Context: an optimization exercise on an open-source flow, tuned for small area and a short achievable clock period. The choices shown serve that exercise and are no tape-out recipe.
Where RTL was checked, it was by simulation tests only, not by an equivalence proof against the original.
Function not checked in run 3: the RTL went through the layout flow alone.

$ cat flow/config.mk
export PLATFORM = sky130hd
export DESIGN_NAME = MAC
export DESIGN_NICKNAME = MAC
export VERILOG_FILES = /design/flow/design.v
export SDC_FILE = /design/flow/constraint.sdc
export NUM_CORES = 4
export LEC_CHECK = 0
export CAP_MARGIN = 20
export CORE_MARGIN = 2
export CORE_UTILIZATION = 40
export CTS_BUF_LIST = sky130_fd_sc_hd__clkbuf_2 sky130_fd_sc_hd__clkbuf_4 sky130_fd_sc_hd__clkbuf_8
export PLACE_DENSITY = 0.8
export SLEW_MARGIN = 20
export SYNTH_HIERARCHICAL = 1
export SYNTH_MINIMUM_KEEP_SIZE = 0
$ cat flow/constraint.sdc
create_clock -name core_clock -period 19.0 [get_ports {clk}]
set_input_delay 3.8000 -clock core_clock [delete_from_list [all_inputs] [get_ports {clk}]]
set_output_delay 3.8000 -clock core_clock [all_outputs]
set_load 0.01 [all_outputs]
$ cat flow/design.v
module NOT16(a, y);
	input [15:0] a;
	output [15:0] y;
	assign y = ~a;
endmodule
module FA(A,B,C,sum, carry);
	input A,B,C;
	output sum,carry;
	assign sum = A^B^C;
	assign carry = (A&B) | (B&C) | (C&A);
endmodule
module HA(A,B,sum, carry);
	input A,B;
	output sum,carry;
	assign sum = A^B;
	assign carry = A&B;
endmodule
module MAC(A,B,out,clk,reset);
	input [15:0] A,B;
	input clk,reset;
	output [35:0] out;
	reg [35:0] acc;
	wire [35:0] nxt;
	always @(posedge clk or posedge reset)
	begin
		if(reset)
			acc <= 36'd0;
		else
			acc <= nxt;
	end
	assign out = acc;
	wire [255:0] pp;
	genvar gi;
	wire [15:0] An0, Bn0;
	NOT16 ina0(A, An0);
	NOT16 inb0(B, Bn0);
	wire [15:0] An1, Bn1;
	NOT16 ina1(A, An1);
	NOT16 inb1(B, Bn1);
	genvar gj;
	generate for (gi = 0; gi < 16; gi = gi + 1) begin : ppg
		for (gj = 0; gj < 16; gj = gj + 1) begin : ppc
			wire an, bn;
			assign an = (gi * 2 / 16 == 0) ? An0[gj] : An1[gj];
			assign bn = (gj * 2 / 16 == 0) ? Bn0[gi] : Bn1[gi];
			assign pp[16*gi+gj] = ~(an | bn);
		end
	end endgenerate
	wire hs1;
	wire hc2;
	wire fs3;
	wire fc4;
	wire hs5;
	wire hc6;
	wire fs7;
	wire fc8;
	wire fs9;
	wire fc10;
	wire hs11;
	wire hc12;
	wire fs13;
	wire fc14;
	wire fs15;
	wire fc16;
	wire fs17;
	wire fc18;
	wire hs19;
	wire hc20;
	wire fs21;
	wire fc22;
	wire fs23;
	wire fc24;
	wire fs25;
	wire fc26;
	wire fs27;
	wire fc28;
	wire hs29;
	wire hc30;
	wire fs31;
	wire fc32;
	wire fs33;
	wire fc34;
	wire fs35;
	wire fc36;
	wire fs37;
	wire fc38;
	wire fs39;
	wire fc40;
	wire hs41;
	wire hc42;
	wire fs43;
	wire fc44;
	wire fs45;
	wire fc46;
	wire fs47;
	wire fc48;
	wire fs49;
	wire fc50;
	wire fs51;
	wire fc52;
	wire fs53;
	wire fc54;
	wire hs55;
	wire hc56;
	wire fs57;
	wire fc58;
	wire fs59;
	wire fc60;
	wire fs61;
	wire fc62;
	wire fs63;
	wire fc64;
	wire fs65;
	wire fc66;
	wire fs67;
	wire fc68;
	wire fs69;
	wire fc70;
	wire hs71;
	wire hc72;
	wire fs73;
	wire fc74;
	wire fs75;
	wire fc76;
	wire fs77;
	wire fc78;
	wire fs79;
	wire fc80;
	wire fs81;
	wire fc82;
	wire fs83;
	wire fc84;
	wire fs85;
	wire fc86;
	wire fs87;
	wire fc88;
	wire hs89;
	wire hc90;
	wire fs91;
	wire fc92;
	wire fs93;
	wire fc94;
	wire fs95;
	wire fc96;
	wire fs97;
	wire fc98;
	wire fs99;
	wire fc100;
	wire fs101;
	wire fc102;
	wire fs103;
	wire fc104;
	wire fs105;
	wire fc106;
	wire fs107;
	wire fc108;
	wire hs109;
	wire hc110;
	wire fs111;
	wire fc112;
	wire fs113;
	wire fc114;
	wire fs115;
	wire fc116;
	wire fs117;
	wire fc118;
	wire fs119;
	wire fc120;
	wire fs121;
	wire fc122;
	wire fs123;
	wire fc124;
	wire fs125;
	wire fc126;
	wire fs127;
	wire fc128;
	wire fs129;
	wire fc130;
	wire hs131;
	wire hc132;
	wire fs133;
	wire fc134;
	wire fs135;
	wire fc136;
	wire fs137;
	wire fc138;
	wire fs139;
	wire fc140;
	wire fs141;
	wire fc142;
	wire fs143;
	wire fc144;
	wire fs145;
	wire fc146;
	wire fs147;
	wire fc148;
	wire fs149;
	wire fc150;
	wire fs151;
	wire fc152;
	wire fs153;
	wire fc154;
	wire hs155;
	wire hc156;
	wire fs157;
	wire fc158;
	wire fs159;
	wire fc160;
	wire fs161;
	wire fc162;
	wire fs163;
	wire fc164;
	wire fs165;
	wire fc166;
	wire fs167;
	wire fc168;
	wire fs169;
	wire fc170;
	wire fs171;
	wire fc172;
	wire fs173;
	wire fc174;
	wire fs175;
	wire fc176;
	wire fs177;
	wire fc178;
	wire fs179;
	wire fc180;
	wire hs181;
	wire hc182;
	wire fs183;
	wire fc184;
	wire fs185;
	wire fc186;
	wire fs187;
	wire fc188;
	wire fs189;
	wire fc190;
	wire fs191;
	wire fc192;
	wire fs193;
	wire fc194;
	wire fs195;
	wire fc196;
	wire fs197;
	wire fc198;
	wire fs199;
	wire fc200;
	wire fs201;
	wire fc202;
	wire fs203;
	wire fc204;
	wire fs205;
	wire fc206;
	wire fs207;
	wire fc208;
	wire hs209;
	wire hc210;
	wire fs211;
	wire fc212;
	wire fs213;
	wire fc214;
	wire fs215;
	wire fc216;
	wire fs217;
	wire fc218;
	wire fs219;
	wire fc220;
	wire fs221;
	wire fc222;
	wire fs223;
	wire fc224;
	wire fs225;
	wire fc226;
	wire fs227;
	wire fc228;
	wire fs229;
	wire fc230;
	wire fs231;
	wire fc232;
	wire fs233;
	wire fc234;
	wire fs235;
	wire fc236;
	wire fs237;
	wire fc238;
	wire hs239;
	wire hc240;
	wire fs241;
	wire fc242;
	wire fs243;
	wire fc244;
	wire fs245;
	wire fc246;
	wire fs247;
	wire fc248;
	wire fs249;
	wire fc250;
	wire fs251;
	wire fc252;
	wire fs253;
	wire fc254;
	wire fs255;
	wire fc256;
	wire fs257;
	wire fc258;
	wire fs259;
	wire fc260;
	wire fs261;
	wire fc262;
	wire fs263;
	wire fc264;
	wire fs265;
	wire fc266;
	wire fs267;
	wire fc268;
	wire hs269;
	wire hc270;
	wire fs271;
	wire fc272;
	wire fs273;
	wire fc274;
	wire fs275;
	wire fc276;
	wire fs277;
	wire fc278;
	wire fs279;
	wire fc280;
	wire fs281;
	wire fc282;
	wire fs283;
	wire fc284;
	wire fs285;
	wire fc286;
	wire fs287;
	wire fc288;
	wire fs289;
	wire fc290;
	wire fs291;
	wire fc292;
	wire fs293;
	wire fc294;
	wire fs295;
	wire fc296;
	wire fs297;
	wire fc298;
	wire fs299;
	wire fc300;
	wire fs301;
	wire fc302;
	wire fs303;
	wire fc304;
	wire fs305;
	wire fc306;
	wire fs307;
	wire fc308;
	wire fs309;
	wire fc310;
	wire fs311;
	wire fc312;
	wire fs313;
	wire fc314;
	wire fs315;
	wire fc316;
	wire fs317;
	wire fc318;
	wire fs319;
	wire fc320;
	wire fs321;
	wire fc322;
	wire fs323;
	wire fc324;
	wire fs325;
	wire fc326;
	wire fs327;
	wire fc328;
	wire fs329;
	wire fc330;
	wire fs331;
	wire fc332;
	wire fs333;
	wire fc334;
	wire fs335;
	wire fc336;
	wire fs337;
	wire fc338;
	wire fs339;
	wire fc340;
	wire fs341;
	wire fc342;
	wire fs343;
	wire fc344;
	wire fs345;
	wire fc346;
	wire fs347;
	wire fc348;
	wire fs349;
	wire fc350;
	wire fs351;
	wire fc352;
	wire fs353;
	wire fc354;
	wire fs355;
	wire fc356;
	wire fs357;
	wire fc358;
	wire fs359;
	wire fc360;
	wire fs361;
	wire fc362;
	wire fs363;
	wire fc364;
	wire fs365;
	wire fc366;
	wire fs367;
	wire fc368;
	wire fs369;
	wire fc370;
	wire fs371;
	wire fc372;
	wire fs373;
	wire fc374;
	wire fs375;
	wire fc376;
	wire fs377;
	wire fc378;
	wire fs379;
	wire fc380;
	wire fs381;
	wire fc382;
	wire fs383;
	wire fc384;
	wire fs385;
	wire fc386;
	wire fs387;
	wire fc388;
	wire fs389;
	wire fc390;
	wire fs391;
	wire fc392;
	wire fs393;
	wire fc394;
	wire fs395;
	wire fc396;
	wire fs397;
	wire fc398;
	wire fs399;
	wire fc400;
	wire fs401;
	wire fc402;
	wire fs403;
	wire fc404;
	wire fs405;
	wire fc406;
	wire fs407;
	wire fc408;
	wire fs409;
	wire fc410;
	wire fs411;
	wire fc412;
	wire fs413;
	wire fc414;
	wire fs415;
	wire fc416;
	wire fs417;
	wire fc418;
	wire fs419;
	wire fc420;
	wire fs421;
	wire fc422;
	wire fs423;
	wire fc424;
	wire fs425;
	wire fc426;
	wire fs427;
	wire fc428;
	wire fs429;
	wire fc430;
	wire fs431;
	wire fc432;
	wire fs433;
	wire fc434;
	wire fs435;
	wire fc436;
	wire fs437;
	wire fc438;
	wire fs439;
	wire fc440;
	wire fs441;
	wire fc442;
	wire fs443;
	wire fc444;
	wire fs445;
	wire fc446;
	wire fs447;
	wire fc448;
	wire fs449;
	wire fc450;
	wire fs451;
	wire fc452;
	wire fs453;
	wire fc454;
	wire fs455;
	wire fc456;
	wire fs457;
	wire fc458;
	wire fs459;
	wire fc460;
	wire fs461;
	wire fc462;
	wire fs463;
	wire fc464;
	wire fs465;
	wire fc466;
	wire fs467;
	wire fc468;
	wire fs469;
	wire fc470;
	wire fs471;
	wire fc472;
	wire fs473;
	wire fc474;
	wire fs475;
	wire fc476;
	wire fs477;
	wire fc478;
	wire fs479;
	wire fc480;
	wire g0_0;
	wire p0_0;
	wire g0_1;
	wire p0_1;
	wire g0_2;
	wire p0_2;
	wire g0_3;
	wire p0_3;
	wire g0_4;
	wire p0_4;
	wire g0_5;
	wire p0_5;
	wire g0_6;
	wire p0_6;
	wire g0_7;
	wire p0_7;
	wire g0_8;
	wire p0_8;
	wire g0_9;
	wire p0_9;
	wire g0_10;
	wire p0_10;
	wire g0_11;
	wire p0_11;
	wire g0_12;
	wire p0_12;
	wire g0_13;
	wire p0_13;
	wire g0_14;
	wire p0_14;
	wire g0_15;
	wire p0_15;
	wire g0_16;
	wire p0_16;
	wire g0_17;
	wire p0_17;
	wire g0_18;
	wire p0_18;
	wire g0_19;
	wire p0_19;
	wire g0_20;
	wire p0_20;
	wire g0_21;
	wire p0_21;
	wire g0_22;
	wire p0_22;
	wire g0_23;
	wire p0_23;
	wire g0_24;
	wire p0_24;
	wire g0_25;
	wire p0_25;
	wire g0_26;
	wire p0_26;
	wire g0_27;
	wire p0_27;
	wire g0_28;
	wire p0_28;
	wire g0_29;
	wire p0_29;
	wire g0_30;
	wire p0_30;
	wire g0_31;
	wire p0_31;
	wire g0_32;
	wire p0_32;
	wire g0_33;
	wire p0_33;
	wire g0_34;
	wire p0_34;
	wire g0_35;
	wire p0_35;
	wire G481;
	wire P481;
	wire G482;
	wire P482;
	wire G483;
	wire P483;
	wire G484;
	wire P484;
	wire G485;
	wire P485;
	wire G486;
	wire P486;
	wire G487;
	wire P487;
	wire G488;
	wire P488;
	wire G489;
	wire P489;
	wire G490;
	wire P490;
	wire G491;
	wire P491;
	wire G492;
	wire P492;
	wire G493;
	wire P493;
	wire G494;
	wire P494;
	wire G495;
	wire P495;
	wire G496;
	wire P496;
	wire G497;
	wire P497;
	wire G498;
	wire P498;
	wire G499;
	wire P499;
	wire G500;
	wire P500;
	wire G501;
	wire P501;
	wire G502;
	wire P502;
	wire G503;
	wire P503;
	wire G504;
	wire P504;
	wire G505;
	wire P505;
	wire G506;
	wire P506;
	wire G507;
	wire P507;
	wire G508;
	wire P508;
	wire G509;
	wire P509;
	wire G510;
	wire P510;
	wire G511;
	wire P511;
	wire G512;
	wire P512;
	wire G513;
	wire P513;
	wire G514;
	wire P514;
	wire G515;
	wire P515;
	wire G516;
	wire P516;
	wire G517;
	wire P517;
	wire G518;
	wire P518;
	wire G519;
	wire P519;
	wire G520;
	wire P520;
	wire G521;
	wire P521;
	wire G522;
	wire P522;
	wire G523;
	wire P523;
	wire G524;
	wire P524;
	wire G525;
	wire P525;
	wire G526;
	wire P526;
	wire G527;
	wire P527;
	wire G528;
	wire P528;
	wire G529;
	wire P529;
	wire G530;
	wire P530;
	wire G531;
	wire P531;
	wire G532;
	wire P532;
	wire G533;
	wire P533;
	wire G534;
	wire P534;
	wire G535;
	wire P535;
	wire G536;
	wire P536;
	wire G537;
	wire P537;
	wire G538;
	wire P538;
	wire G539;
	wire P539;
	wire G540;
	wire P540;
	wire G541;
	wire P541;
	wire G542;
	wire P542;
	wire G543;
	wire P543;
	wire G544;
	wire P544;
	wire G545;
	wire P545;
	wire G546;
	wire P546;
	wire G547;
	wire P547;
	wire G548;
	wire P548;
	wire G549;
	wire P549;
	wire G550;
	wire P550;
	wire G551;
	wire P551;
	wire G552;
	wire P552;
	wire G553;
	wire P553;
	wire G554;
	wire P554;
	HA h2(acc[1], pp[1], hs1, hc2);
	FA f4(acc[2], pp[2], pp[17], fs3, fc4);
	HA h6(pp[32], hc2, hs5, hc6);
	FA f8(acc[3], pp[3], pp[18], fs7, fc8);
	FA f10(pp[33], pp[48], fc4, fs9, fc10);
	HA h12(hc6, fs7, hs11, hc12);
	FA f14(acc[4], pp[4], pp[19], fs13, fc14);
	FA f16(pp[34], pp[49], pp[64], fs15, fc16);
	FA f18(fc8, fs13, fs15, fs17, fc18);
	HA h20(hc12, fc10, hs19, hc20);
	FA f22(acc[5], pp[5], pp[20], fs21, fc22);
	FA f24(pp[35], pp[50], pp[65], fs23, fc24);
	FA f26(pp[80], fc14, fc16, fs25, fc26);
	FA f28(fs21, fs23, fc18, fs27, fc28);
	HA h30(fs25, hc20, hs29, hc30);
	FA f32(acc[6], pp[6], pp[21], fs31, fc32);
	FA f34(pp[36], pp[51], pp[66], fs33, fc34);
	FA f36(pp[81], pp[96], fc22, fs35, fc36);
	FA f38(fc24, fs31, fs33, fs37, fc38);
	FA f40(fc26, fs35, fs37, fs39, fc40);
	HA h42(hc30, fc28, hs41, hc42);
	FA f44(acc[7], pp[7], pp[22], fs43, fc44);
	FA f46(pp[37], pp[52], pp[67], fs45, fc46);
	FA f48(pp[82], pp[97], pp[112], fs47, fc48);
	FA f50(fc32, fc34, fs43, fs49, fc50);
	FA f52(fs45, fs47, fc36, fs51, fc52);
	FA f54(fc38, fs49, fs51, fs53, fc54);
	HA h56(fc40, hc42, hs55, hc56);
	FA f58(acc[8], pp[8], pp[23], fs57, fc58);
	FA f60(pp[38], pp[53], pp[68], fs59, fc60);
	FA f62(pp[83], pp[98], pp[113], fs61, fc62);
	FA f64(pp[128], fc44, fc46, fs63, fc64);
	FA f66(fc48, fs57, fs59, fs65, fc66);
	FA f68(fs61, fc50, fs63, fs67, fc68);
	FA f70(fs65, fc52, fs67, fs69, fc70);
	HA h72(fc54, hc56, hs71, hc72);
	FA f74(acc[9], pp[9], pp[24], fs73, fc74);
	FA f76(pp[39], pp[54], pp[69], fs75, fc76);
	FA f78(pp[84], pp[99], pp[114], fs77, fc78);
	FA f80(pp[129], pp[144], fc58, fs79, fc80);
	FA f82(fc60, fc62, fs73, fs81, fc82);
	FA f84(fs75, fs77, fc64, fs83, fc84);
	FA f86(fc66, fs79, fs81, fs85, fc86);
	FA f88(fc68, fs83, fs85, fs87, fc88);
	HA h90(fc70, hc72, hs89, hc90);
	FA f92(acc[10], pp[10], pp[25], fs91, fc92);
	FA f94(pp[40], pp[55], pp[70], fs93, fc94);
	FA f96(pp[85], pp[100], pp[115], fs95, fc96);
	FA f98(pp[130], pp[145], pp[160], fs97, fc98);
	FA f100(fc74, fc76, fc78, fs99, fc100);
	FA f102(fs91, fs93, fs95, fs101, fc102);
	FA f104(fs97, fc80, fc82, fs103, fc104);
	FA f106(fs99, fs101, fc84, fs105, fc106);
	FA f108(fc86, fs103, fs105, fs107, fc108);
	HA h110(fc88, hc90, hs109, hc110);
	FA f112(acc[11], pp[11], pp[26], fs111, fc112);
	FA f114(pp[41], pp[56], pp[71], fs113, fc114);
	FA f116(pp[86], pp[101], pp[116], fs115, fc116);
	FA f118(pp[131], pp[146], pp[161], fs117, fc118);
	FA f120(pp[176], fc92, fc94, fs119, fc120);
	FA f122(fc96, fc98, fs111, fs121, fc122);
	FA f124(fs113, fs115, fs117, fs123, fc124);
	FA f126(fc100, fc102, fs119, fs125, fc126);
	FA f128(fs121, fs123, fc104, fs127, fc128);
	FA f130(fs125, fc106, fs127, fs129, fc130);
	HA h132(fc108, fs129, hs131, hc132);
	FA f134(acc[12], pp[12], pp[27], fs133, fc134);
	FA f136(pp[42], pp[57], pp[72], fs135, fc136);
	FA f138(pp[87], pp[102], pp[117], fs137, fc138);
	FA f140(pp[132], pp[147], pp[162], fs139, fc140);
	FA f142(pp[177], pp[192], fc112, fs141, fc142);
	FA f144(fc114, fc116, fc118, fs143, fc144);
	FA f146(fs133, fs135, fs137, fs145, fc146);
	FA f148(fs139, fc120, fc122, fs147, fc148);
	FA f150(fc124, fs141, fs143, fs149, fc150);
	FA f152(fs145, fc126, fs147, fs151, fc152);
	FA f154(fs149, fc128, fs151, fs153, fc154);
	HA h156(fc130, fs153, hs155, hc156);
	FA f158(acc[13], pp[13], pp[28], fs157, fc158);
	FA f160(pp[43], pp[58], pp[73], fs159, fc160);
	FA f162(pp[88], pp[103], pp[118], fs161, fc162);
	FA f164(pp[133], pp[148], pp[163], fs163, fc164);
	FA f166(pp[178], pp[193], pp[208], fs165, fc166);
	FA f168(fc134, fc136, fc138, fs167, fc168);
	FA f170(fc140, fs157, fs159, fs169, fc170);
	FA f172(fs161, fs163, fs165, fs171, fc172);
	FA f174(fc142, fc144, fc146, fs173, fc174);
	FA f176(fs167, fs169, fs171, fs175, fc176);
	FA f178(fc148, fc150, fs173, fs177, fc178);
	FA f180(fs175, fc152, fs177, fs179, fc180);
	HA h182(fc154, fs179, hs181, hc182);
	FA f184(acc[14], pp[14], pp[29], fs183, fc184);
	FA f186(pp[44], pp[59], pp[74], fs185, fc186);
	FA f188(pp[89], pp[104], pp[119], fs187, fc188);
	FA f190(pp[134], pp[149], pp[164], fs189, fc190);
	FA f192(pp[179], pp[194], pp[209], fs191, fc192);
	FA f194(pp[224], fc158, fc160, fs193, fc194);
	FA f196(fc162, fc164, fc166, fs195, fc196);
	FA f198(fs183, fs185, fs187, fs197, fc198);
	FA f200(fs189, fs191, fc168, fs199, fc200);
	FA f202(fc170, fc172, fs193, fs201, fc202);
	FA f204(fs195, fs197, fc174, fs203, fc204);
	FA f206(fs199, fc176, fs201, fs205, fc206);
	FA f208(fc178, fs203, fs205, fs207, fc208);
	HA h210(fc180, fs207, hs209, hc210);
	FA f212(acc[15], pp[15], pp[30], fs211, fc212);
	FA f214(pp[45], pp[60], pp[75], fs213, fc214);
	FA f216(pp[90], pp[105], pp[120], fs215, fc216);
	FA f218(pp[135], pp[150], pp[165], fs217, fc218);
	FA f220(pp[180], pp[195], pp[210], fs219, fc220);
	FA f222(pp[225], pp[240], fc184, fs221, fc222);
	FA f224(fc186, fc188, fc190, fs223, fc224);
	FA f226(fc192, fs211, fs213, fs225, fc226);
	FA f228(fs215, fs217, fs219, fs227, fc228);
	FA f230(fc194, fc196, fc198, fs229, fc230);
	FA f232(fs221, fs223, fs225, fs231, fc232);
	FA f234(fs227, fc200, fc202, fs233, fc234);
	FA f236(fs229, fs231, fc204, fs235, fc236);
	FA f238(fc206, fs233, fs235, fs237, fc238);
	HA h240(fc208, hc210, hs239, hc240);
	FA f242(acc[16], pp[31], pp[46], fs241, fc242);
	FA f244(pp[61], pp[76], pp[91], fs243, fc244);
	FA f246(pp[106], pp[121], pp[136], fs245, fc246);
	FA f248(pp[151], pp[166], pp[181], fs247, fc248);
	FA f250(pp[196], pp[211], pp[226], fs249, fc250);
	FA f252(pp[241], fc212, fc214, fs251, fc252);
	FA f254(fc216, fc218, fc220, fs253, fc254);
	FA f256(fs241, fs243, fs245, fs255, fc256);
	FA f258(fs247, fs249, fc222, fs257, fc258);
	FA f260(fc224, fc226, fc228, fs259, fc260);
	FA f262(fs251, fs253, fs255, fs261, fc262);
	FA f264(fc230, fs257, fc232, fs263, fc264);
	FA f266(fs259, fs261, fc234, fs265, fc266);
	FA f268(fs263, fc236, fs265, fs267, fc268);
	HA h270(fc238, fs267, hs269, hc270);
	FA f272(acc[17], pp[47], pp[62], fs271, fc272);
	FA f274(pp[77], pp[92], pp[107], fs273, fc274);
	FA f276(pp[122], pp[137], pp[152], fs275, fc276);
	FA f278(pp[167], pp[182], pp[197], fs277, fc278);
	FA f280(pp[212], pp[227], pp[242], fs279, fc280);
	FA f282(fc242, fc244, fc246, fs281, fc282);
	FA f284(fc248, fc250, fs271, fs283, fc284);
	FA f286(fs273, fs275, fs277, fs285, fc286);
	FA f288(fs279, fc252, fc254, fs287, fc288);
	FA f290(fc256, fs281, fs283, fs289, fc290);
	FA f292(fs285, fc258, fc260, fs291, fc292);
	FA f294(fs287, fc262, fs289, fs293, fc294);
	FA f296(fc264, fs291, fs293, fs295, fc296);
	FA f298(fc266, fs295, fc268, fs297, fc298);
	FA f300(acc[18], pp[63], pp[78], fs299, fc300);
	FA f302(pp[93], pp[108], pp[123], fs301, fc302);
	FA f304(pp[138], pp[153], pp[168], fs303, fc304);
	FA f306(pp[183], pp[198], pp[213], fs305, fc306);
	FA f308(pp[228], pp[243], fc272, fs307, fc308);
	FA f310(fc274, fc276, fc278, fs309, fc310);
	FA f312(fc280, fs299, fs301, fs311, fc312);
	FA f314(fs303, fs305, fc282, fs313, fc314);
	FA f316(fc284, fc286, fs307, fs315, fc316);
	FA f318(fs309, fs311, fc288, fs317, fc318);
	FA f320(fs313, fc290, fs315, fs319, fc320);
	FA f322(fc292, fs317, fc294, fs321, fc322);
	FA f324(fs319, fc296, fs321, fs323, fc324);
	FA f326(acc[19], pp[79], pp[94], fs325, fc326);
	FA f328(pp[109], pp[124], pp[139], fs327, fc328);
	FA f330(pp[154], pp[169], pp[184], fs329, fc330);
	FA f332(pp[199], pp[214], pp[229], fs331, fc332);
	FA f334(pp[244], fc300, fc302, fs333, fc334);
	FA f336(fc304, fc306, fs325, fs335, fc336);
	FA f338(fs327, fs329, fs331, fs337, fc338);
	FA f340(fc308, fc310, fc312, fs339, fc340);
	FA f342(fs333, fs335, fs337, fs341, fc342);
	FA f344(fc314, fc316, fs339, fs343, fc344);
	FA f346(fs341, fc318, fc320, fs345, fc346);
	FA f348(fs343, fc322, fs345, fs347, fc348);
	FA f350(acc[20], pp[95], pp[110], fs349, fc350);
	FA f352(pp[125], pp[140], pp[155], fs351, fc352);
	FA f354(pp[170], pp[185], pp[200], fs353, fc354);
	FA f356(pp[215], pp[230], pp[245], fs355, fc356);
	FA f358(fc326, fc328, fc330, fs357, fc358);
	FA f360(fc332, fs349, fs351, fs359, fc360);
	FA f362(fs353, fs355, fc334, fs361, fc362);
	FA f364(fc336, fc338, fs357, fs363, fc364);
	FA f366(fs359, fc340, fs361, fs365, fc366);
	FA f368(fc342, fs363, fc344, fs367, fc368);
	FA f370(fs365, fc346, fs367, fs369, fc370);
	FA f372(acc[21], pp[111], pp[126], fs371, fc372);
	FA f374(pp[141], pp[156], pp[171], fs373, fc374);
	FA f376(pp[186], pp[201], pp[216], fs375, fc376);
	FA f378(pp[231], pp[246], fc350, fs377, fc378);
	FA f380(fc352, fc354, fc356, fs379, fc380);
	FA f382(fs371, fs373, fs375, fs381, fc382);
	FA f384(fc358, fc360, fs377, fs383, fc384);
	FA f386(fs379, fs381, fc362, fs385, fc386);
	FA f388(fc364, fs383, fc366, fs387, fc388);
	FA f390(fs385, fc368, fs387, fs389, fc390);
	FA f392(acc[22], pp[127], pp[142], fs391, fc392);
	FA f394(pp[157], pp[172], pp[187], fs393, fc394);
	FA f396(pp[202], pp[217], pp[232], fs395, fc396);
	FA f398(pp[247], fc372, fc374, fs397, fc398);
	FA f400(fc376, fs391, fs393, fs399, fc400);
	FA f402(fs395, fc378, fc380, fs401, fc402);
	FA f404(fc382, fs397, fs399, fs403, fc404);
	FA f406(fc384, fs401, fs403, fs405, fc406);
	FA f408(fc386, fs405, fc388, fs407, fc408);
	FA f410(acc[23], pp[143], pp[158], fs409, fc410);
	FA f412(pp[173], pp[188], pp[203], fs411, fc412);
	FA f414(pp[218], pp[233], pp[248], fs413, fc414);
	FA f416(fc392, fc394, fc396, fs415, fc416);
	FA f418(fs409, fs411, fs413, fs417, fc418);
	FA f420(fc398, fc400, fs415, fs419, fc420);
	FA f422(fs417, fc402, fc404, fs421, fc422);
	FA f424(fs419, fc406, fs421, fs423, fc424);
	FA f426(acc[24], pp[159], pp[174], fs425, fc426);
	FA f428(pp[189], pp[204], pp[219], fs427, fc428);
	FA f430(pp[234], pp[249], fc410, fs429, fc430);
	FA f432(fc412, fc414, fs425, fs431, fc432);
	FA f434(fs427, fc416, fc418, fs433, fc434);
	FA f436(fs429, fs431, fc420, fs435, fc436);
	FA f438(fs433, fc422, fs435, fs437, fc438);
	FA f440(acc[25], pp[175], pp[190], fs439, fc440);
	FA f442(pp[205], pp[220], pp[235], fs441, fc442);
	FA f444(pp[250], fc426, fc428, fs443, fc444);
	FA f446(fs439, fs441, fc430, fs445, fc446);
	FA f448(fc432, fs443, fc434, fs447, fc448);
	FA f450(fs445, fc436, fs447, fs449, fc450);
	FA f452(acc[26], pp[191], pp[206], fs451, fc452);
	FA f454(pp[221], pp[236], pp[251], fs453, fc454);
	FA f456(fc440, fc442, fs451, fs455, fc456);
	FA f458(fs453, fc444, fs455, fs457, fc458);
	FA f460(fc446, fs457, fc448, fs459, fc460);
	FA f462(acc[27], pp[207], pp[222], fs461, fc462);
	FA f464(pp[237], pp[252], fc452, fs463, fc464);
	FA f466(fc454, fs461, fc456, fs465, fc466);
	FA f468(fs463, fc458, fs465, fs467, fc468);
	FA f470(acc[28], pp[223], pp[238], fs469, fc470);
	FA f472(pp[253], fc462, fs469, fs471, fc472);
	FA f474(fc464, fs471, fc466, fs473, fc474);
	FA f476(acc[29], pp[239], pp[254], fs475, fc476);
	FA f478(fc470, fs475, fc472, fs477, fc478);
	FA f480(acc[30], pp[255], fc476, fs479, fc480);
	wire [35:0] r0, r1;
	assign r0[0] = acc[0];
	assign r1[0] = pp[0];
	assign r0[1] = pp[16];
	assign r1[1] = hs1;
	assign r0[2] = fs3;
	assign r1[2] = hs5;
	assign r0[3] = hs11;
	assign r1[3] = fs9;
	assign r0[4] = fs17;
	assign r1[4] = hs19;
	assign r0[5] = hs29;
	assign r1[5] = fs27;
	assign r0[6] = fs39;
	assign r1[6] = hs41;
	assign r0[7] = fs53;
	assign r1[7] = hs55;
	assign r0[8] = fs69;
	assign r1[8] = hs71;
	assign r0[9] = fs87;
	assign r1[9] = hs89;
	assign r0[10] = fs107;
	assign r1[10] = hs109;
	assign r0[11] = hc110;
	assign r1[11] = hs131;
	assign r0[12] = hc132;
	assign r1[12] = hs155;
	assign r0[13] = hc156;
	assign r1[13] = hs181;
	assign r0[14] = hc182;
	assign r1[14] = hs209;
	assign r0[15] = fs237;
	assign r1[15] = hs239;
	assign r0[16] = hc240;
	assign r1[16] = hs269;
	assign r0[17] = hc270;
	assign r1[17] = fs297;
	assign r0[18] = fs323;
	assign r1[18] = fc298;
	assign r0[19] = fc324;
	assign r1[19] = fs347;
	assign r0[20] = fc348;
	assign r1[20] = fs369;
	assign r0[21] = fc370;
	assign r1[21] = fs389;
	assign r0[22] = fc390;
	assign r1[22] = fs407;
	assign r0[23] = fs423;
	assign r1[23] = fc408;
	assign r0[24] = fc424;
	assign r1[24] = fs437;
	assign r0[25] = fc438;
	assign r1[25] = fs449;
	assign r0[26] = fc450;
	assign r1[26] = fs459;
	assign r0[27] = fs467;
	assign r1[27] = fc460;
	assign r0[28] = fc468;
	assign r1[28] = fs473;
	assign r0[29] = fs477;
	assign r1[29] = fc474;
	assign r0[30] = fs479;
	assign r1[30] = fc478;
	assign r0[31] = acc[31];
	assign r1[31] = fc480;
	assign r0[32] = acc[32];
	assign r1[32] = 1'b0;
	assign r0[33] = acc[33];
	assign r1[33] = 1'b0;
	assign r0[34] = acc[34];
	assign r1[34] = 1'b0;
	assign r0[35] = acc[35];
	assign r1[35] = 1'b0;
	assign g0_0 = r0[0] & r1[0];
	assign p0_0 = r0[0] ^ r1[0];
	assign g0_1 = r0[1] & r1[1];
	assign p0_1 = r0[1] ^ r1[1];
	assign g0_2 = r0[2] & r1[2];
	assign p0_2 = r0[2] ^ r1[2];
	assign g0_3 = r0[3] & r1[3];
	assign p0_3 = r0[3] ^ r1[3];
	assign g0_4 = r0[4] & r1[4];
	assign p0_4 = r0[4] ^ r1[4];
	assign g0_5 = r0[5] & r1[5];
	assign p0_5 = r0[5] ^ r1[5];
	assign g0_6 = r0[6] & r1[6];
	assign p0_6 = r0[6] ^ r1[6];
	assign g0_7 = r0[7] & r1[7];
	assign p0_7 = r0[7] ^ r1[7];
	assign g0_8 = r0[8] & r1[8];
	assign p0_8 = r0[8] ^ r1[8];
	assign g0_9 = r0[9] & r1[9];
	assign p0_9 = r0[9] ^ r1[9];
	assign g0_10 = r0[10] & r1[10];
	assign p0_10 = r0[10] ^ r1[10];
	assign g0_11 = r0[11] & r1[11];
	assign p0_11 = r0[11] ^ r1[11];
	assign g0_12 = r0[12] & r1[12];
	assign p0_12 = r0[12] ^ r1[12];
	assign g0_13 = r0[13] & r1[13];
	assign p0_13 = r0[13] ^ r1[13];
	assign g0_14 = r0[14] & r1[14];
	assign p0_14 = r0[14] ^ r1[14];
	assign g0_15 = r0[15] & r1[15];
	assign p0_15 = r0[15] ^ r1[15];
	assign g0_16 = r0[16] & r1[16];
	assign p0_16 = r0[16] ^ r1[16];
	assign g0_17 = r0[17] & r1[17];
	assign p0_17 = r0[17] ^ r1[17];
	assign g0_18 = r0[18] & r1[18];
	assign p0_18 = r0[18] ^ r1[18];
	assign g0_19 = r0[19] & r1[19];
	assign p0_19 = r0[19] ^ r1[19];
	assign g0_20 = r0[20] & r1[20];
	assign p0_20 = r0[20] ^ r1[20];
	assign g0_21 = r0[21] & r1[21];
	assign p0_21 = r0[21] ^ r1[21];
	assign g0_22 = r0[22] & r1[22];
	assign p0_22 = r0[22] ^ r1[22];
	assign g0_23 = r0[23] & r1[23];
	assign p0_23 = r0[23] ^ r1[23];
	assign g0_24 = r0[24] & r1[24];
	assign p0_24 = r0[24] ^ r1[24];
	assign g0_25 = r0[25] & r1[25];
	assign p0_25 = r0[25] ^ r1[25];
	assign g0_26 = r0[26] & r1[26];
	assign p0_26 = r0[26] ^ r1[26];
	assign g0_27 = r0[27] & r1[27];
	assign p0_27 = r0[27] ^ r1[27];
	assign g0_28 = r0[28] & r1[28];
	assign p0_28 = r0[28] ^ r1[28];
	assign g0_29 = r0[29] & r1[29];
	assign p0_29 = r0[29] ^ r1[29];
	assign g0_30 = r0[30] & r1[30];
	assign p0_30 = r0[30] ^ r1[30];
	assign g0_31 = r0[31] & r1[31];
	assign p0_31 = r0[31] ^ r1[31];
	assign g0_32 = r0[32] & r1[32];
	assign p0_32 = r0[32] ^ r1[32];
	assign g0_33 = r0[33] & r1[33];
	assign p0_33 = r0[33] ^ r1[33];
	assign g0_34 = r0[34] & r1[34];
	assign p0_34 = r0[34] ^ r1[34];
	assign g0_35 = r0[35] & r1[35];
	assign p0_35 = r0[35] ^ r1[35];
	assign G481 = g0_1 | (p0_1 & g0_0);
	assign P481 = p0_1 & p0_0;
	assign G482 = g0_2 | (p0_2 & G481);
	assign P482 = p0_2 & P481;
	assign G483 = g0_3 | (p0_3 & G482);
	assign P483 = p0_3 & P482;
	assign G484 = g0_4 | (p0_4 & G483);
	assign P484 = p0_4 & P483;
	assign G485 = g0_5 | (p0_5 & G484);
	assign P485 = p0_5 & P484;
	assign G486 = g0_6 | (p0_6 & G485);
	assign P486 = p0_6 & P485;
	assign G487 = g0_7 | (p0_7 & G486);
	assign P487 = p0_7 & P486;
	assign G488 = g0_8 | (p0_8 & G487);
	assign P488 = p0_8 & P487;
	assign G489 = g0_10 | (p0_10 & g0_9);
	assign P489 = p0_10 & p0_9;
	assign G490 = g0_12 | (p0_12 & g0_11);
	assign P490 = p0_12 & p0_11;
	assign G491 = g0_14 | (p0_14 & g0_13);
	assign P491 = p0_14 & p0_13;
	assign G492 = g0_16 | (p0_16 & g0_15);
	assign P492 = p0_16 & p0_15;
	assign G493 = g0_18 | (p0_18 & g0_17);
	assign P493 = p0_18 & p0_17;
	assign G494 = g0_20 | (p0_20 & g0_19);
	assign P494 = p0_20 & p0_19;
	assign G495 = g0_22 | (p0_22 & g0_21);
	assign P495 = p0_22 & p0_21;
	assign G496 = g0_24 | (p0_24 & g0_23);
	assign P496 = p0_24 & p0_23;
	assign G497 = g0_26 | (p0_26 & g0_25);
	assign P497 = p0_26 & p0_25;
	assign G498 = g0_28 | (p0_28 & g0_27);
	assign P498 = p0_28 & p0_27;
	assign G499 = g0_30 | (p0_30 & g0_29);
	assign P499 = p0_30 & p0_29;
	assign G500 = g0_32 | (p0_32 & g0_31);
	assign P500 = p0_32 & p0_31;
	assign G501 = g0_34 | (p0_34 & g0_33);
	assign P501 = p0_34 & p0_33;
	assign G502 = g0_9 | (p0_9 & G488);
	assign P502 = p0_9 & P488;
	assign G503 = G489 | (P489 & G488);
	assign P503 = P489 & P488;
	assign G504 = g0_13 | (p0_13 & G490);
	assign P504 = p0_13 & P490;
	assign G505 = G491 | (P491 & G490);
	assign P505 = P491 & P490;
	assign G506 = g0_17 | (p0_17 & G492);
	assign P506 = p0_17 & P492;
	assign G507 = G493 | (P493 & G492);
	assign P507 = P493 & P492;
	assign G508 = g0_21 | (p0_21 & G494);
	assign P508 = p0_21 & P494;
	assign G509 = G495 | (P495 & G494);
	assign P509 = P495 & P494;
	assign G510 = g0_25 | (p0_25 & G496);
	assign P510 = p0_25 & P496;
	assign G511 = G497 | (P497 & G496);
	assign P511 = P497 & P496;
	assign G512 = g0_29 | (p0_29 & G498);
	assign P512 = p0_29 & P498;
	assign G513 = G499 | (P499 & G498);
	assign P513 = P499 & P498;
	assign G514 = g0_33 | (p0_33 & G500);
	assign P514 = p0_33 & P500;
	assign G515 = G501 | (P501 & G500);
	assign P515 = P501 & P500;
	assign G516 = g0_11 | (p0_11 & G503);
	assign P516 = p0_11 & P503;
	assign G517 = G490 | (P490 & G503);
	assign P517 = P490 & P503;
	assign G518 = G504 | (P504 & G503);
	assign P518 = P504 & P503;
	assign G519 = G505 | (P505 & G503);
	assign P519 = P505 & P503;
	assign G520 = g0_19 | (p0_19 & G507);
	assign P520 = p0_19 & P507;
	assign G521 = G494 | (P494 & G507);
	assign P521 = P494 & P507;
	assign G522 = G508 | (P508 & G507);
	assign P522 = P508 & P507;
	assign G523 = G509 | (P509 & G507);
	assign P523 = P509 & P507;
	assign G524 = g0_27 | (p0_27 & G511);
	assign P524 = p0_27 & P511;
	assign G525 = G498 | (P498 & G511);
	assign P525 = P498 & P511;
	assign G526 = G512 | (P512 & G511);
	assign P526 = P512 & P511;
	assign G527 = G513 | (P513 & G511);
	assign P527 = P513 & P511;
	assign G528 = g0_35 | (p0_35 & G515);
	assign P528 = p0_35 & P515;
	assign G529 = g0_15 | (p0_15 & G519);
	assign P529 = p0_15 & P519;
	assign G530 = G492 | (P492 & G519);
	assign P530 = P492 & P519;
	assign G531 = G506 | (P506 & G519);
	assign P531 = P506 & P519;
	assign G532 = G507 | (P507 & G519);
	assign P532 = P507 & P519;
	assign G533 = G520 | (P520 & G519);
	assign P533 = P520 & P519;
	assign G534 = G521 | (P521 & G519);
	assign P534 = P521 & P519;
	assign G535 = G522 | (P522 & G519);
	assign P535 = P522 & P519;
	assign G536 = G523 | (P523 & G519);
	assign P536 = P523 & P519;
	assign G537 = g0_31 | (p0_31 & G527);
	assign P537 = p0_31 & P527;
	assign G538 = G500 | (P500 & G527);
	assign P538 = P500 & P527;
	assign G539 = G514 | (P514 & G527);
	assign P539 = P514 & P527;
	assign G540 = G515 | (P515 & G527);
	assign P540 = P515 & P527;
	assign G541 = G528 | (P528 & G527);
	assign P541 = P528 & P527;
	assign G542 = g0_23 | (p0_23 & G536);
	assign P542 = p0_23 & P536;
	assign G543 = G496 | (P496 & G536);
	assign P543 = P496 & P536;
	assign G544 = G510 | (P510 & G536);
	assign P544 = P510 & P536;
	assign G545 = G511 | (P511 & G536);
	assign P545 = P511 & P536;
	assign G546 = G524 | (P524 & G536);
	assign P546 = P524 & P536;
	assign G547 = G525 | (P525 & G536);
	assign P547 = P525 & P536;
	assign G548 = G526 | (P526 & G536);
	assign P548 = P526 & P536;
	assign G549 = G527 | (P527 & G536);
	assign P549 = P527 & P536;
	assign G550 = G537 | (P537 & G536);
	assign P550 = P537 & P536;
	assign G551 = G538 | (P538 & G536);
	assign P551 = P538 & P536;
	assign G552 = G539 | (P539 & G536);
	assign P552 = P539 & P536;
	assign G553 = G540 | (P540 & G536);
	assign P553 = P540 & P536;
	assign G554 = G541 | (P541 & G536);
	assign P554 = P541 & P536;
	assign nxt[0] = p0_0;
	assign nxt[1] = p0_1 ^ g0_0;
	assign nxt[2] = p0_2 ^ G481;
	assign nxt[3] = p0_3 ^ G482;
	assign nxt[4] = p0_4 ^ G483;
	assign nxt[5] = p0_5 ^ G484;
	assign nxt[6] = p0_6 ^ G485;
	assign nxt[7] = p0_7 ^ G486;
	assign nxt[8] = p0_8 ^ G487;
	assign nxt[9] = p0_9 ^ G488;
	assign nxt[10] = p0_10 ^ G502;
	assign nxt[11] = p0_11 ^ G503;
	assign nxt[12] = p0_12 ^ G516;
	assign nxt[13] = p0_13 ^ G517;
	assign nxt[14] = p0_14 ^ G518;
	assign nxt[15] = p0_15 ^ G519;
	assign nxt[16] = p0_16 ^ G529;
	assign nxt[17] = p0_17 ^ G530;
	assign nxt[18] = p0_18 ^ G531;
	assign nxt[19] = p0_19 ^ G532;
	assign nxt[20] = p0_20 ^ G533;
	assign nxt[21] = p0_21 ^ G534;
	assign nxt[22] = p0_22 ^ G535;
	assign nxt[23] = p0_23 ^ G536;
	assign nxt[24] = p0_24 ^ G542;
	assign nxt[25] = p0_25 ^ G543;
	assign nxt[26] = p0_26 ^ G544;
	assign nxt[27] = p0_27 ^ G545;
	assign nxt[28] = p0_28 ^ G546;
	assign nxt[29] = p0_29 ^ G547;
	assign nxt[30] = p0_30 ^ G548;
	assign nxt[31] = p0_31 ^ G549;
	assign nxt[32] = p0_32 ^ G550;
	assign nxt[33] = p0_33 ^ G551;
	assign nxt[34] = p0_34 ^ G552;
	assign nxt[35] = p0_35 ^ G553;
endmodule
$ cat flow/flow/run.sh
#!/bin/bash
# The standard layout (standard synthesis, floorplan, place, CTS, route) with two changes:
# repair_timing is asked for a larger setup slack than 0 (flow/setup_margin.txt) so that it
# keeps shortening the critical path, and the port buffers that every input and output gets
# are sky130_fd_sc_hd__buf_1 (flow/port_buffer.txt) instead of the delay cell buffer_ports
# picks by default; repair_timing then sizes the ones on critical paths.
# Make's full output goes to make_finish.log; each tool's own log is under orfs/logs/.
set -euo pipefail
MARGIN=$(cat flow/setup_margin.txt)
PBUF=$(cat flow/port_buffer.txt)
bash standard.sh SETUP_SLACK_MARGIN=$MARGIN "BUFFER_PORTS_ARGS=-buffer_cell $PBUF" finish > make_finish.log 2>&1
$ cat flow/flow/port_buffer.txt
sky130_fd_sc_hd__buf_1
$ cat flow/flow/setup_margin.txt
10.2
$ cat flow/standard.sh
#!/bin/bash
# synth_recipe.tcl (not shown) runs the flow's synth.tcl, then flattens the netlist and writes it again
# the make line also repeats each setting of config.mk as NAME=value (left out here)
make -C /OpenROAD-flow-scripts/flow DESIGN_CONFIG=/design/flow/config.mk WORK_HOME=/design/flow/orfs CLKGATE_MAP_FILE= SYNTH_SCRIPT=/design/flow/synth_recipe.tcl "${@:-finish}"
==> flow_summary.yaml, run 1 <==
outcome:
  status: "no timing/DRC/antenna violations"
timing:
  clock_skew_ps: 3.96
  setup_tns_ps: 0
  rsz0062_at_grt: "yes"
  timing.final.crit_share_pct: 45.5
  fmax_mhz: 116
  worstMarginPinSlew_ps: 535
  slew_viol_final: 0
  final-hold-violation-count: 0
  final-setup-viol-count: 0
  period_needed_ps: 8650
  max-slew-margin-rel_pct: 64.4
detailed_routing:
  viasPerCell: 5.43
  first_pass_iters: 6
  drt_wl_total_mm: 21.4
  wl_per_cell_um: 19.3
  drt_iter0_drc: 500
  num_vias: 6001
  drc_errors: 0
  met1Wirelength_mm: 7.43
  wl_met2_mm: 10.6
  met3WireLength_mm: 1.81
  top_layer: "met4"
  ant_nets: 0
final_layout:
  layout.nets: 1145
  fillCellCount: 1908
  fin_area_um2: 8820
  syn2layout_area_growth_pct: 5.84
  largest_register_ffs: 36
  top_regs: "acc: 36 flops"
  instances_no_fill: 1106
  layout_commonest_cell: "nor2_1"
  fin_util_pct: 43.3
  num_antenna_cells: 0
  largest-register: "acc"
  drive_gt1_share_pct: 6.10
  final_cell_mix: "264 x nor2_1, 236 x fa_1, 68 x inv_1, 68 x buf_1, 40 x ha_1"
setup_path:
  critPathLaunch: "A[5]"
  rr_worst_depth: 14
  cp-start-kind: "primary input"
  worstSetupEndpoint: "acc[24]$_DFF_PP0_"
  worst-setup-path-type: "primary input to register"
  r2r_slack_ps: 13810
  path_max_fanout: 8
  r2r_end: "acc[24]$_DFF_PP0_"
  crit_arrival_ps: 8850
  crit_required_ps: 19200
  r2r-start: "acc[13]$_DFF_PP0_"
  endpoint_kind: "register"
global_routing:
  antenna_found_initial: 0
  gr-total-overflow: 0
  grt_pass1_wl_mm: 34.5
  grt_pass1_vias: 6816
  grt_use_total_pct: 20.5
  grt_max_degree: 37
synth:
  async_flop_share_pct: 100
  synth_edf_count: 0
  synth-seq-cells: 36
  syn_nets: 1136
  synth_area_um2: 8340
  synth_seq_area_share_pct: 10.8
  synth_cells: 826
  netlist.area_leader.share_pct: 56.7
  ys_types: 34
  yosysTopAreaCell: "fa_1"
  synthTopCellsByArea: "fa_1 57%, nor2_1 12%, dfrtp_1 11%"
  ys.flop_type: "dfrtp_1"
  syn_area_per_cell_um2: 10.1
  yosysWarnings: 7
die:
  dieHeight_um: 148
  die_w_um: 148
  coreArea_um2: 20400
  row_count: 52
  start_util_pct: 40.9
  io_pins: 70
  design.die.area_um2: 22000
clock_tree:
  clockBufferDepth: 2
  clkSinkCount: 36
  cts_setup_buffers: 0
  clock-root-buffer: "clkbuf_8"
  clkTransAtPathRegs_ps: 80
  cts_buffers: 5
  cts_tree: "yes"
  htreeDepth: 2
  ctsHoldBuffers: 0
  clock_latency_ps: 310
placed_design:
  dp_cells: 1098
  dp_hpwl_mm: 18.3
  placed_area_um2: 8670
  port_buffers: 69
  gp_congestion: 0.966
job:
  drv_cap: 0
hold_path:
  hp-class: "register to register"
Yosys stat by module (local to each module, per instance):
| module | cells inside | copies in the design | flip-flops and latches | cell area (um2) |
|---|---|---|---|---|
| NOT16 | 16 | 4 | 0 | 60.1 |
| FA | 1 | 224 | 0 | 20.0 |
| MAC | 522 | 1 | 36 | 3410 |
| HA | 1 | 16 | 0 | 12.5 |
logic make-up (layout without fill, tap and decap cells):
kind of cell	after synthesis	count (layout)	synth area share, %
simple gates	295	295	13.9
xor+xnor	22	22	2.31
compound gates	40	40	3.03
fa+ha+maj	276	276	62.7
buf+inv	157	167	7.25
flops	36	36	10.8
metal layers:
layer	track usage (%)	vias to the layer above
met3	4.33	101
li1	-	2444
met5	0	-
met4	12.5	0
met1	24.8	3083
met2	33.7	373
area by class of cell:
type | count | area, um2 | share of cell area, %
inverters | 89 | 334 | 3.79
flip-flops and latches | 36 | 901 | 10.2
repair buffers | 70 | 268 | 3.04
clock buffers | 8 | 97.6 | 1.11
well taps | 270 | 338 | 3.83
multi-input cells | 633 | 6880 | 78.0
per-stage QoR:
step	hold slack (ps)	setup slack (ps)
floorplan	446	10350
global placement	460	9960
detailed placement	466	9870
CTS	478	10230
global route	495	10160
finish	471	10350
worst min-delay path by stage:
stage                                   end  depth (start not counted)              start  slack (ps)
after floorplan           acc[35]$_DFF_PP0_                          1  acc[35]$_DFF_PP0_         450
after global placement    acc[35]$_DFF_PP0_                          1  acc[35]$_DFF_PP0_         460
after detailed placement  acc[35]$_DFF_PP0_                          1  acc[35]$_DFF_PP0_         470
after CTS                 acc[35]$_DFF_PP0_                          1  acc[35]$_DFF_PP0_         480
after global routing      acc[35]$_DFF_PP0_                          1  acc[35]$_DFF_PP0_         490
final                     acc[35]$_DFF_PP0_                          1  acc[35]$_DFF_PP0_         470
cells in the mapped netlist (2+ instances only):
library cell  count
dfrtp_1          36
o211ai_1          2
a21oi_1          17
a21o_1            3
ha_1             40
clkbuf_1         64
nand2_1          12
o21ai_0           2
o31ai_1           2
nor2_1          267
xor2_1            8
nand2b_1          6
o21ai_1           4
buf_4             4
xnor2_1          14
nor3_1            3
inv_1            89
fa_1            236
o21ai_2           2
critical path: stages:
cell     delay (ps)
buf_1           120
inv_1           260
nor2_2           70
fa_1            500
fa_1            450
fa_1            420
fa_1            400
fa_1            450
fa_1            380
fa_1            440
ha_1            340
nand2_1         120
nor3_2          220
o21ai_2         130
a21o_1          210
fa_1            390
xnor2_1         140
timing repair:
action                                  in CTS  in global routing
resized for setup                            1                 33
pin swaps                                    0                  2
endpoints found under the setup margin       1                 16
==> run 2: changes to the inputs <==
--- a/flow/config.mk
+++ b/flow/config.mk
@@ -8,7 +8,7 @@
 export CAP_MARGIN = 20
 export CORE_MARGIN = 2
-export CORE_UTILIZATION = 40
+export CORE_UTILIZATION = 70
 export CTS_BUF_LIST = sky130_fd_sc_hd__clkbuf_2 sky130_fd_sc_hd__clkbuf_4 sky130_fd_sc_hd__clkbuf_8
-export PLACE_DENSITY = 0.8
+export PLACE_DENSITY = 0.85
 export SLEW_MARGIN = 20
 export SYNTH_HIERARCHICAL = 1
==> flow_summary.yaml, run 2 <==
outcome:
  status: "no timing/DRC/antenna violations"
synth:
  synth_edf_count: 0
  async_flop_share_pct: 100
  yosysTopAreaCell: "fa_1"
  netlist.area_leader.share_pct: 56.7
  synth-seq-cells: 36
  synth_area_um2: 8340
  yosysMostFrequentCell: "nor2_1"
  synth_cells: 826
  synth_seq_area_share_pct: 10.8
  ys_types: 34
  synthTopCellsByArea: "fa_1 57%, nor2_1 12%, dfrtp_1 11%"
  syn_nets: 1136
  ys.flop_type: "dfrtp_1"
  yosys-top-cells-count: "267 x nor2_1, 236 x fa_1, 89 x inv_1"
  yosysWarnings: 7
  syn_area_per_cell_um2: 10.1
timing:
  setup_slack_ps: 10310
  slew_viol_final: 0
  final-setup-viol-count: 0
  period_needed_ps: 8690
  timing.final.crit_share_pct: 45.7
  max-slew-margin-rel_pct: 65.5
  setup_tns_ps: 0
  worstMarginPinSlew_ps: 514
  rsz0062_at_grt: "no"
  final-hold-violation-count: 0
  fmax_mhz: 115
  clock_skew_ps: 24.7
clock_tree:
  cts_tree: "yes"
  clockBufferDepth: 2
  clkSinkCount: 36
  clock-root-buffer: "clkbuf_8"
  htreeDepth: 2
  clkTransAtPathRegs_ps: 90
  clock_latency_ps: 330
  cts_buffers: 5
  ctsHoldBuffers: 0
final_layout:
  syn2layout_area_growth_pct: 4.73
  largest_register_ffs: 36
  layout_commonest_cell: "nor2_1"
  fillCellCount: 795
  top_regs: "acc: 36 flops"
  final_cell_mix: "262 x nor2_1, 234 x fa_1, 65 x buf_1"
  fin_util_pct: 75.8
  instances_no_fill: 982
  layout.nets: 1148
  drive_gt1_share_pct: 9.18
  largest-register: "acc"
  num_antenna_cells: 0
setup_path:
  endpoint_kind: "register"
  worst-setup-path-type: "primary input to register"
  path_max_fanout: 8
  critPathLaunch: "B[4]"
  r2r-start: "acc[13]$_DFF_PP0_"
  r2r_slack_ps: 13730
  r2r_end: "acc[24]$_DFF_PP0_"
  rr_worst_depth: 14
  crit_arrival_ps: 8890
  cp-start-kind: "primary input"
  crit_required_ps: 19200
placed_design:
  dp_cells: 971
  gp_congestion: 0.991
  dp_hpwl_mm: 18.5
  dp_slack_ps: 9730
  port_buffers: 69
detailed_routing:
  drc_errors: 0
  drt_iter0_drc: 592
  wl_per_cell_um: 22.8
  num_vias: 6045
  first_pass_iters: 16
  ant_nets: 0
  drt_wl_total_mm: 22.4
  viasPerCell: 6.16
hold_path:
  min_path_cells: 1
  worstHoldStart: "acc[35]$_DFF_PP0_"
  hp-class: "register to register"
  hold_end: "acc[35]$_DFF_PP0_"
die:
  io_pins: 70
  dieHeight_um: 113
  die_w_um: 113
  design.die.area_um2: 12800
  row_count: 39
  start_util_pct: 72.4
  coreArea_um2: 11500
global_routing:
  grt_pass1_wl_mm: 35.8
  grt_max_degree: 37
  antenna_found_initial: 0
  gr-total-overflow: 0
  grt_use_total_pct: 37.9
  grt_pass1_vias: 6903
job:
  drv_cap: 0
==> run 2: cell types whose count changed in the layout (fill, tap and decap cells not counted), sizes merged <==
cell and delta:
inv +1, clkinvlp +2
==> run 2: final cells by class <==
type	instances	area, um2	share of cell area, %
Clock buffer	5	68.8	0.788
Clock inverter	3	21.3	0.244
Inverter	89	348	3.98
Multi-Input combinational cell	633	6920	79.2
Sequential cell	36	901	10.3
Tap cell	143	179	2.05
Timing Repair Buffer	73	294	3.37
==> run 2: critical path, cell delays in order <==
cell      delay (ps)
buf_1            110
inv_1            230
nor2_1           110
fa_1             400
fa_1             500
fa_1             480
fa_1             400
fa_1             410
fa_1             480
ha_1             320
ha_4             300
o211ai_1         200
nor3_2           270
o21ai_2          140
a21o_1           210
fa_1             380
xnor2_1          140
==> run 2: Yosys stat by module (local to each module, per instance) <==
module / flops+latches / cells inside
FA: 0 / 1
HA: 0 / 1
MAC: 36 / 522
NOT16: 0 / 16
==> run 2: worst max-delay path by stage <==
stage                             end  slack, ps  cells after the start
floorplan           acc[24]$_DFF_PP0_      10350                     17
global placement    acc[35]$_DFF_PP0_       9880                     18
detailed placement  acc[30]$_DFF_PP0_       9730                     18
CTS                 acc[30]$_DFF_PP0_      10200                     18
global route        acc[24]$_DFF_PP0_      10160                     17
finish              acc[24]$_DFF_PP0_      10310                     17
==> run 2: logic make-up after synthesis <==
kind of cell | synth area share (%)
flip-flops | 10.8
AND/OR/NAND/NOR | 13.9
AO/OA/AOI/OAI | 3.03
XOR/XNOR | 2.31
adder cells (fa/ha/maj) | 62.7
buffers and inverters | 7.25
==> run 2: metrics by stage <==
step           hold WS, ps  instance area [um2]
2_1_floorplan          446                 8340
3_3_place_gp           458                 8510
3_5_place_dp           463                 8510
4_1_cts                477                 8600
5_1_grt                502                 8730
6_report               475                 8730
==> run 2: metal layers <==
| layer | part of all wire [%] | up-vias | GRT usage (%) | wire length, um |
|---|---|---|---|---|
| met5 | 0 | - | 0 | 0 |
| li1 | - | 2450 | - | - |
| met3 | 10 | 96 | 7.82 | 2290 |
| met4 | 5.0 | 0 | 18.9 | 1130 |
| met1 | 36 | 3062 | 49.6 | 8040 |
| met2 | 49 | 437 | 61.4 | 11000 |
==> run 2: what timing repair did <==
action	CTS	global route
endpoints found under the setup margin	11	18
resized for setup	6	55
pin swaps	0	3
buffers inserted	0	3
==> run 3: changes to the inputs <==
--- a/flow/design.v
+++ b/flow/design.v
@@ -38,10 +38,13 @@
 	NOT16 ina1(A, An1);
 	NOT16 inb1(B, Bn1);
+	wire [15:0] An2, Bn2;
+	NOT16 ina2(A, An2);
+	NOT16 inb2(B, Bn2);
 	genvar gj;
 	generate for (gi = 0; gi < 16; gi = gi + 1) begin : ppg
 		for (gj = 0; gj < 16; gj = gj + 1) begin : ppc
 			wire an, bn;
-			assign an = (gi * 2 / 16 == 0) ? An0[gj] : An1[gj];
-			assign bn = (gj * 2 / 16 == 0) ? Bn0[gi] : Bn1[gi];
+			assign an = (gi * 3 / 16 == 0) ? An0[gj] : (gi * 3 / 16 == 1) ? An1[gj] : An2[gj];
+			assign bn = (gj * 3 / 16 == 0) ? Bn0[gi] : (gj * 3 / 16 == 1) ? Bn1[gi] : Bn2[gi];
 			assign pp[16*gi+gj] = ~(an | bn);
 		end
==> flow/flow/setup_margin.txt (replaced) <==
10
--- a/flow/config.mk
+++ b/flow/config.mk
@@ -8,7 +8,5 @@
 export CAP_MARGIN = 20
 export CORE_MARGIN = 2
-export CORE_UTILIZATION = 70
-export CTS_BUF_LIST = sky130_fd_sc_hd__clkbuf_2 sky130_fd_sc_hd__clkbuf_4 sky130_fd_sc_hd__clkbuf_8
-export PLACE_DENSITY = 0.85
+export CORE_UTILIZATION = 40
 export SLEW_MARGIN = 20
 export SYNTH_HIERARCHICAL = 1
==> flow_summary.yaml, run 3 <==
setup_path:
  path_max_fanout: 6
  r2r_slack_ps: 13730
  crit_required_ps: 19180
  crit_arrival_ps: 8980
  cp-start-kind: "primary input"
  endpoint_kind: "register"
  worst-setup-path-type: "primary input to register"
synth:
  netlist.area_leader.share_pct: 57.2
  synthTopCellsByArea: "fa_1 57%, nor2_1 12%, dfrtp_1 11%"
  yosysTopAreaCell: "fa_1"
  synth_edf_count: 0
  ys_types: 38
  syn_nets: 1102
  synth_cells: 792
  yosys-top-cells-count: "261 x nor2_1, 236 x fa_1, 120 x inv_1"
  synth_seq_area_share_pct: 10.9
  syn_area_per_cell_um2: 10.4
  yosysMostFrequentCell: "nor2_1"
  yosysWarnings: 7
  synth-seq-cells: 36
  ys.flop_type: "dfrtp_1"
  async_flop_share_pct: 100
  synth_area_um2: 8250
clock_tree:
  ctsHoldBuffers: 0
  clock_latency_ps: 290
  cts_tree: "yes"
  clock-root-buffer: "clkbuf_16"
  clkSinkCount: 36
  htreeDepth: 2
  clockBufferDepth: 2
  clkTransAtPathRegs_ps: 60
  cts_buffers: 5
global_routing:
  grt_max_degree: 37
  grt_pass1_wl_mm: 36.0
  grt_use_total_pct: 21.7
  gr-total-overflow: 0
  antenna_found_initial: 0
  grt_pass1_vias: 6752
placed_design:
  port_buffers: 69
  dp_hpwl_mm: 19.6
  dp_cells: 1127
  gp_congestion: 0.867
  dp_slack_ps: 9820
die:
  row_count: 52
  design.die.area_um2: 21800
  start_util_pct: 40.8
  dieHeight_um: 148
  die_w_um: 148
  coreArea_um2: 20200
  io_pins: 70
timing:
  rsz0062_at_grt: "no"
  final-setup-viol-count: 0
  setup_tns_ps: 0
  period_needed_ps: 8810
  slew_viol_final: 0
  final-hold-violation-count: 0
  worstMarginPinSlew_ps: 836
  whs_ps: 505
  max-slew-margin-rel_pct: 44.2
  fmax_mhz: 114
  clock_skew_ps: 9.44
  timing.final.crit_share_pct: 46.3
  setup_slack_ps: 10190
final_layout:
  num_antenna_cells: 0
  final_cell_mix: "260 x nor2_1, 236 x fa_1, 116 x inv_1"
  fin_util_pct: 44.4
  instances_no_fill: 1135
  top_regs: "acc: 36 flops"
  largest_register_ffs: 36
  syn2layout_area_growth_pct: 8.78
  layout.nets: 1174
  layout_commonest_cell: "nor2_1"
  drive_gt1_share_pct: 2.89
  largest-register: "acc"
hold_path:
  hp-class: "register to register"
job:
  drv_cap: 0
detailed_routing:
  ant_nets: 0
  drt_iter0_drc: 311
  viasPerCell: 5.09
  first_pass_iters: 4
  wl_per_cell_um: 19.3
  num_vias: 5778
  drc_errors: 0
  drt_wl_total_mm: 21.9
outcome:
  status: "no timing/DRC/antenna violations"
run 3: worst max-delay path: stages:
cell     delay (ps)
buf_1           150
inv_1           200
nor2_1          200
fa_1            470
fa_1            450
fa_1            460
fa_1            430
fa_1            460
fa_1            380
fa_1            450
ha_1            350
and4_1          200
o21ai_0         100
a31oi_1         170
o21ai_0         170
fa_1            410
xnor2_1         130
run 3: timing repair:
item	CTS	global route
buffers inserted	0	0
endpoints found under the setup margin	0	8
resized for setup	0	6
run 3: final timing paths:
kind / from / to / cells after the start
worst min-delay path: acc[35]$_DFF_PP0_ / acc[35]$_DFF_PP0_ / 1
worst max-delay path: A[13] / acc[24]$_DFF_PP0_ / 17
worst max register to register: acc[13]$_DFF_PP0_ / acc[24]$_DFF_PP0_ / 14
min in group asynchronous: reset / acc[32]$_DFF_PP0_ / 2
worst min register to register: acc[35]$_DFF_PP0_ / acc[35]$_DFF_PP0_ / 1
max in group asynchronous: reset / acc[11]$_DFF_PP0_ / 2
run 3: metal layers:
metal | track usage (%) | share of wire [%]
met5 | 0 | 0
met4 | 6.83 | 2.8
met3 | 3.43 | 5.2
met2 | 35.3 | 48
met1 | 30.1 | 44
run 3: metrics by stage:
stage / area (um2)
2_1_floorplan: 8250
3_3_place_gp: 8820
3_5_place_dp: 8820
4_1_cts: 8960
5_1_grt: 8980
6_report: 8980
run 3: logic make-up (layout without fill, tap and decap cells):
| family | count (synthesis) | count (layout) | share of synthesized area [%] |
|---|---|---|---|
| AO/OA/AOI/OAI | 43 | 43 | 3.65 |
| XOR/XNOR | 22 | 22 | 2.33 |
| adder cells (fa/ha/maj) | 276 | 276 | 63.3 |
| buffers and inverters | 124 | 197 | 5.82 |
| flip-flops | 36 | 36 | 10.9 |
| AND/OR/NAND/NOR | 291 | 291 | 14.0 |
run 3: layout make-up:
class                   instances  area [um2]
clock buffers                   5         125
clock inverters                 3        18.8
fillers                      1939       11300
inverters                     120         450
multi-input cells             632        6890
flip-flops and latches         36         901
well taps                     270         338
repair buffers                 69         259
run 3: modules after synthesis (local to each module, per instance):
module  times used  flip-flops and latches  area [um2]
MAC              1                      36        3210
FA             224                       0        20.0
HA              16                       0        12.5
NOT16            6                       0        60.1

==> re-timing with driven ports <==
Ports are ideal in the flow. The routed layouts listed here were re-timed in OpenROAD.
Step 1 (the two cells are an assumption about what drives the block):
set clk [get_ports {clk}]
set_driving_cell -lib_cell sky130_fd_sc_hd__clkbuf_16 $clk
set_driving_cell -lib_cell sky130_fd_sc_hd__buf_2 [delete_from_list [all_inputs] $clk]
Step 2, shift: input delay + t, output delay - t, t = (earliest + latest rising clock arrival at the registers) / 2. This alone moves slack from input paths to output paths.
Slacks: ideal / step 1 / step 2; pairs: ideal / step 1.
| run | t, ns | setup WS [ns] | hold WS [ns] | latest minus earliest clock arrival (ns) | cell pins on the clock port's net |
|---|---|---|---|---|---|
| run 1 | 0.347 | 10.349 / 10.356 / 10.009 | 0.471 / 0.471 / 0.471 | 0.004 / 0.004 | 1 |
| run 2 | 0.354 | 10.315 / 10.327 / 9.973 | 0.475 / 0.475 / 0.475 | 0.025 / 0.024 | 1 |
| run 3 | 0.338 | 10.194 / 10.216 / 9.879 | 0.505 / 0.505 / 0.505 | 0.010 / 0.009 | 1 |
After both steps every run listed still meets setup and hold. The setup slack of run 2, which loses most, moves by +0.012 ns with the drivers and by -0.342 ns with both steps.
